Context: an optimization exercise on an open-source flow, tuned for small area, a short achievable clock period and few clock cycles per item. The choices shown serve that exercise and are no tape-out recipe. In this exercise RTL edits were held to simulation tests only and were not proved equivalent to the original. Power is estimated from default activity; no workload was simulated.

==> flow/design.v (excerpt) <==
module simon2share(clk, data_ina, data_inb, data_rdy, cipher_out, Done);
Size: ~2,300 cells after synthesis, about 520 flip-flops.
==> flow/config.mk <==
export PLATFORM = sky130hd
export DESIGN_NAME = simon2share
export DESIGN_NICKNAME = simon2share
export VERILOG_FILES = /design/flow/design.v
export SDC_FILE = /design/flow/constraint.sdc
export NUM_CORES = 4
export LEC_CHECK = 0
export CAP_MARGIN = 20
export CORE_MARGIN = 2
export CORE_UTILIZATION = 70
export CTS_CLUSTER_DIAMETER = 80
export CTS_CLUSTER_SIZE = 24
export PLACE_DENSITY = 0.82
export SETUP_SLACK_MARGIN = 2.45
export SLEW_MARGIN = 20
==> flow/constraint.sdc <==
create_clock -name core_clock -period 5.0 [get_ports {clk}]
set_input_delay 1.0000 -clock core_clock [delete_from_list [all_inputs] [get_ports {clk}]]
set_output_delay 1.0000 -clock core_clock [all_outputs]
set_load 0.01 [all_outputs]
standard.sh (not shown) runs the stock make flow with config.mk's settings and CLKGATE_MAP_FILE= SYNTH_SCRIPT=/design/flow/synth_recipe.tcl, a recipe that flattens the netlist after the stock synthesis.
==> flow/flow/run.sh <==
#!/bin/bash
# Standard ORFS layout (the standard.sh) with changes to buffering only:
#  - ports get a buf_2 as port buffer instead of the default cell;
#  - after global placement (post_gp.tcl):
#    * each output-gate flip-flop (done_n, last_n) gets a two-level buffer
#      tree, one buffer per cluster of its loads (gate_tree.tcl);
#    * each output's share-combining XOR that also feeds the round logic gets
#      a private copy placed at the output gate (clone_out.tcl).
# make's full output goes to standard.log; ORFS keeps per-step logs in orfs/logs.
set -uo pipefail
here=$(pwd)
export FLOW_DIR_V="$here/flow"
export BUFFER_PORTS_ARGS="-buffer_cell sky130_fd_sc_hd__buf_2"
export POST_GLOBAL_PLACE_TCL="$here/flow/post_gp.tcl"
export GATE_TREE_FLOPS='done_n$_DFF_P_ last_n$_DFF_P_'
export GATE_TREE_FANOUT=16
export GATE_TREE_CELL=sky130_fd_sc_hd__buf_4
bash standard.sh > standard.log 2>&1
Other scripts of this flow, unchanged in this note and not shown: flow/flow/clone_out.tcl, flow/flow/gate_tree.tcl, flow/flow/post_gp.tcl
Testbench counts at the start, summed over its fixed seeds: cycles 20,800, items 64.
Next try:
- CTS_CLUSTER_DIAMETER: 80 -> 90
- CTS_CLUSTER_SIZE: 24 -> 28
- SETUP_SLACK_MARGIN: 2.45 -> 2.6
Effect: The new run went through all stages and came out clean; final cell count rises by 0.66%; core utilization rises by 3.3 points; synthesized cell count does not change; sequential cell count does not change; maximum frequency falls by 3.5%; first-iteration DRC count rises by 17%; synthesized area does not change; power falls by 1.8%; via count rises by 2.4%; design area rises by 4.2%.
Next try:
- SETUP_SLACK_MARGIN: 2.6 -> 2.4
The new run passed the timing, DRC and antenna checks. Register-to-register slack improves by 0.02 ns. First-iteration DRC count decreases by roughly a tenth. Fmax rose by a few percent. Critical path depth does not change. Non-clock buffer count went down by 33. Clock skew barely changes. Wire length fell by roughly a tenth. Area after synthesis does not change.
Next try:
- SETUP_SLACK_MARGIN: 2.4 -> 2.55
The changed run completed without violations.
Clock skew is about the same.
Final cell count rises by 0.97%.
First-iteration DRC count climbs by 8.1%.
Die area is unchanged.
Clock-buffer cell count stays the same.
Combinational power increases by 5.6%.
Area after synthesis is unchanged.
Total power is higher by 0.84%.
Fmax drops by 2.7%.
Cell area goes up by 5.8%.
Routed wire length rose by 9.7%.

========
Setup of wip/sierra:
simon2share again, from the RTL that the note above started with.
Settings: LEC_CHECK=0, CAP_MARGIN=20, CORE_MARGIN=2, CORE_UTILIZATION=70, CTS_CLUSTER_DIAMETER=90, CTS_CLUSTER_SIZE=28, PLACE_DENSITY=0.82, SETUP_SLACK_MARGIN=2.4, SLEW_MARGIN=20; clock period 5.0 ns.
==> flow/flow/run.sh <==
#!/bin/bash
# Standard ORFS layout (the standard.sh) with two changes to buffering:
#  - ports get a buf_2 as port buffer instead of the default cell;
#  - after global placement, each output-gate flip-flop (done_n, last_n) gets a
#    two-level buffer tree: one buffer per cluster of its loads (gate_tree.tcl).
# make's full output goes to standard.log; ORFS keeps per-step logs in orfs/logs.
set -uo pipefail
here=$(pwd)
export BUFFER_PORTS_ARGS="-buffer_cell sky130_fd_sc_hd__buf_2"
export POST_GLOBAL_PLACE_TCL="$here/flow/gate_tree.tcl"
export GATE_TREE_FLOPS='done_n$_DFF_P_ last_n$_DFF_P_'
export GATE_TREE_FANOUT=16
export GATE_TREE_CELL=sky130_fd_sc_hd__buf_4
bash standard.sh > standard.log 2>&1
Other scripts of this flow, unchanged in this note and not shown: flow/flow/gate_tree.tcl
wip/sierra finished end to end and its layout was clean on timing, DRC and antenna.
Testbench counts of wip/sierra, summed over its fixed seeds: cycles 20,800, items 64.
Input-level comparison between wip/garnet and wip/sierra:
- PLACE_DENSITY: 0.82 -> 0.6
- CTS_CLUSTER_SIZE: 28 -> unset
- SETUP_SLACK_MARGIN: 2.4 -> 2.45
- CORE_UTILIZATION: 70 -> 40
- CTS_CLUSTER_DIAMETER: 90 -> unset
### Flow results
The power share of the sequential group reported for wip/garnet is smaller than that of wip/sierra by 14 points. Clock period minus worst slack (wip/garnet over wip/sierra): decrease, 13 ps. [compare] base=wip/sierra new=wip/garnet: net load switching power increased 26%; number of instances in the placed design increased 12%; post-route fraction of the period consumed by the critical path decreased 0.26 points.
## Diff of input files: wip/ember against wip/garnet
- swapping 0.6 for 0.86 in PLACE_DENSITY
- putting CTS_CLUSTER_SIZE at 28 where nothing was set
- putting CTS_CLUSTER_DIAMETER at 90 where nothing was set
- swapping 40 for 75 in CORE_UTILIZATION
--- outcome ---
No run among wip/garnet and wip/ember stopped early or left any final violation; all are clean. On vertical extent of the die: between wip/garnet and wip/ember, it ends up lower for wip/ember. Delta (wip/ember minus wip/garnet): period utilization -0.64 points; clock net sink count ~0 delta. Cell area | wip/ember vs wip/garnet | wip/ember smaller. As far as number of hold buffers added after CTS goes, wip/garnet and wip/ember are indistinguishable; the numbers are identical. wip/ember vs wip/garnet: sequential share of cell area up. Comparing wip/garnet and wip/ember, the higher switching power total is on wip/garnet. The part of the total power dissipated in the clock network number comes out lower for wip/ember vs wip/garnet. Compared with wip/garnet, wip/ember shows highest clock frequency the design can meet higher by 1.3%. Comparing wip/garnet and wip/ember, number of buffer and inverter stages on the critical path is higher on wip/garnet. Average routed wire per standard cell in wip/ember is about 13% higher than in wip/garnet.
## Diff of input files: wip/onyx against wip/ember
- a change of CORE_UTILIZATION from 75 to 60
- a deleted CTS_CLUSTER_SIZE that had been 28
- a deleted SETUP_SLACK_MARGIN that had been 2.45
- a change of PLACE_DENSITY from 0.86 to 0.75
- a deleted CTS_CLUSTER_DIAMETER that had been 90
--- outcome ---
wip/onyx vs wip/ember: clock network latency to the later pin of the worst-skew pair up
Adder-cell share of the synthesized area: wip/onyx vs wip/ember, no meaningful difference
Max number of well taps across wip/onyx and wip/ember: wip/onyx
In wip/onyx relative to wip/ember, placed cell area had gone up slightly.
wip/onyx vs wip/ember — number of global-route vias before repair dropped 305.
In wip/onyx, storage element area is lower than in wip/ember.
When the final numbers for wip/onyx and wip/ember were put side by side, the time the final worst path needs with I/O delays and setup turned out to be greater in wip/onyx.
Compared with wip/ember, wip/onyx shows a lower final critical-path setup slack.
Share of total power in combinational logic, wip/onyx and wip/ember, lower one = wip/onyx.
wip/onyx vs wip/ember on leakage power of the design: wip/onyx is the higher one.

========
Setup of run A:
Starting RTL as in the previous note.
Settings: LEC_CHECK=0, CAP_MARGIN=20, CORE_MARGIN=2, CORE_UTILIZATION=70, CTS_CLUSTER_DIAMETER=90, CTS_CLUSTER_SIZE=28, PLACE_DENSITY=0.75, SETUP_SLACK_MARGIN=2.45, SLEW_MARGIN=20; clock period 5.0 ns.
==> flow/flow/run.sh <==
#!/bin/bash
# Standard ORFS layout (the standard.sh) with changes to buffering only:
#  - ports get a buf_2 as port buffer instead of the default cell;
#  - after global placement (post_gp.tcl):
#    * each output-gate flip-flop (done_n, last_n) gets a two-level buffer
#      tree, one buffer per cluster of its loads (gate_tree.tcl);
#    * each output's share-combining XOR that also feeds the round logic gets
#      a private copy placed at the output gate (clone_out.tcl).
# make's full output goes to standard.log; ORFS keeps per-step logs in orfs/logs.
set -uo pipefail
here=$(pwd)
export FLOW_DIR_V="$here/flow"
export BUFFER_PORTS_ARGS="-buffer_cell sky130_fd_sc_hd__buf_2"
export POST_GLOBAL_PLACE_TCL="$here/flow/post_gp.tcl"
export GATE_TREE_FLOPS='done_n$_DFF_P_ last_n$_DFF_P_'
export GATE_TREE_FANOUT=16
export GATE_TREE_CELL=sky130_fd_sc_hd__buf_4
bash standard.sh > standard.log 2>&1
==> flow/flow/post_gp.tcl <==
# After global placement: buffer trees for the output gates, then private
# copies of the output XORs.
source $::env(FLOW_DIR_V)/gate_tree.tcl
source $::env(FLOW_DIR_V)/clone_out.tcl
Other scripts of this flow, unchanged in this note and not shown: flow/flow/clone_out.tcl, flow/flow/gate_tree.tcl
Run A: full flow OK, the timing, DRC and antenna checks passed
Testbench counts of run A, summed over its fixed seeds: cycles 20,800, items 64.
Relative to run A, the following input files were edited for run B:
Settings: swapping 0.75 for 0.82 in PLACE_DENSITY.
--- a/flow/flow/post_gp.tcl
+++ b/flow/flow/post_gp.tcl
@@ -4,0 +5,3 @@
+# The state flip-flops all drive an output path: start them at drive strength 2.
+foreach c [get_cells -hierarchical *share*DFF*] { replace_cell $c sky130_fd_sc_hd__dfxtp_2 }
+foreach f $::env(GATE_TREE_FLOPS) { replace_cell [get_cells $f] sky130_fd_sc_hd__dfxtp_4 }
## What came out
Changes observed in run B relative to run A: worst hold slack lost 39 ps; portion of the layout cell area used by non-clock buffers barely changed; maximum frequency from static timing analysis shrank by 0.0088 GHz; sequential power ~0 delta.
Measured against each other, run A and run B differ in wire length, the higher figure coming from run B.
Run A → run B: logic depth of the worst setup path including buffers increased by 1 relative to the old numbers; area added between synthesis and finish saw an increase.
Run B -> run A: final cell count without fillers delta 0, exact match
The following lists how run C was set up differently from run B:
Settings: PLACE_DENSITY changed from 0.82 to 0.86; CORE_UTILIZATION changed from 70 to 75.
==> flow/flow/post_gp.tcl <==
# After global placement: buffer trees for the output gates, then private
# copies of the output XORs.
source $::env(FLOW_DIR_V)/gate_tree.tcl
source $::env(FLOW_DIR_V)/clone_out.tcl
==> summary.txt <==
Run C: done, clean on timing, DRC and antenna. Run B: all stages complete, timing, DRC and antenna checks passed. On clock power share, run C and run B are neck and neck. Run C -> run B: clock-cell share of area flat. The run showing the greater first-iteration DRC count is run C. Minimum setup slack in the final design: higher on run C.

[what the ideal ports hide]
How much do the figures lean on ideal ports? The routed layouts below were timed once more, with nothing changed but the port constraints. Step 1: set_driving_cell puts a clkbuf_16 on clk and a buf_2 on each other input, an assumption about the parent block. Step 2, shift: input delay + t, output delay - t, t = (earliest + latest rising clock arrival at the registers) / 2. This alone moves slack from input paths to output paths. Three values: no drivers, after step 1, after step 2; two values: the first two.
run	t (ns)	setup WS [ns]	worst hold slack (ns)	clock arrival spread, ns
the first run of note 1	0.613	2.445 / 2.391 / 2.735	0.490 / 0.490 / 0.490	0.028 / 0.028
the second run of note 1	0.603	2.352 / 2.297 / 2.808	0.489 / 0.489 / 0.489	0.019 / 0.020
the third run of note 1	0.599	2.442 / 2.388 / 2.834	0.499 / 0.499 / 0.499	0.019 / 0.019
the fourth run of note 1	0.603	2.370 / 2.314 / 2.836	0.490 / 0.490 / 0.490	0.018 / 0.019
wip/sierra	0.603	2.426 / 2.370 / 2.806	0.501 / 0.501 / 0.501	0.023 / 0.023
wip/garnet	0.657	2.439 / 2.380 / 2.858	0.478 / 0.478 / 0.478	0.023 / 0.023
wip/ember	0.597	2.470 / 2.415 / 2.720	0.494 / 0.494 / 0.494	0.022 / 0.021
wip/onyx	0.639	2.160 / 2.104 / 2.744	0.482 / 0.482 / 0.482	0.019 / 0.019
run A	0.602	2.484 / 2.429 / 2.951	0.500 / 0.500 / 0.500	0.018 / 0.018
run B	0.599	2.427 / 2.370 / 2.808	0.461 / 0.461 / 0.461	0.021 / 0.021
run C	0.609	2.445 / 2.390 / 2.738	0.499 / 0.499 / 0.499	0.016 / 0.016
After both steps setup and hold are still met in every run listed.
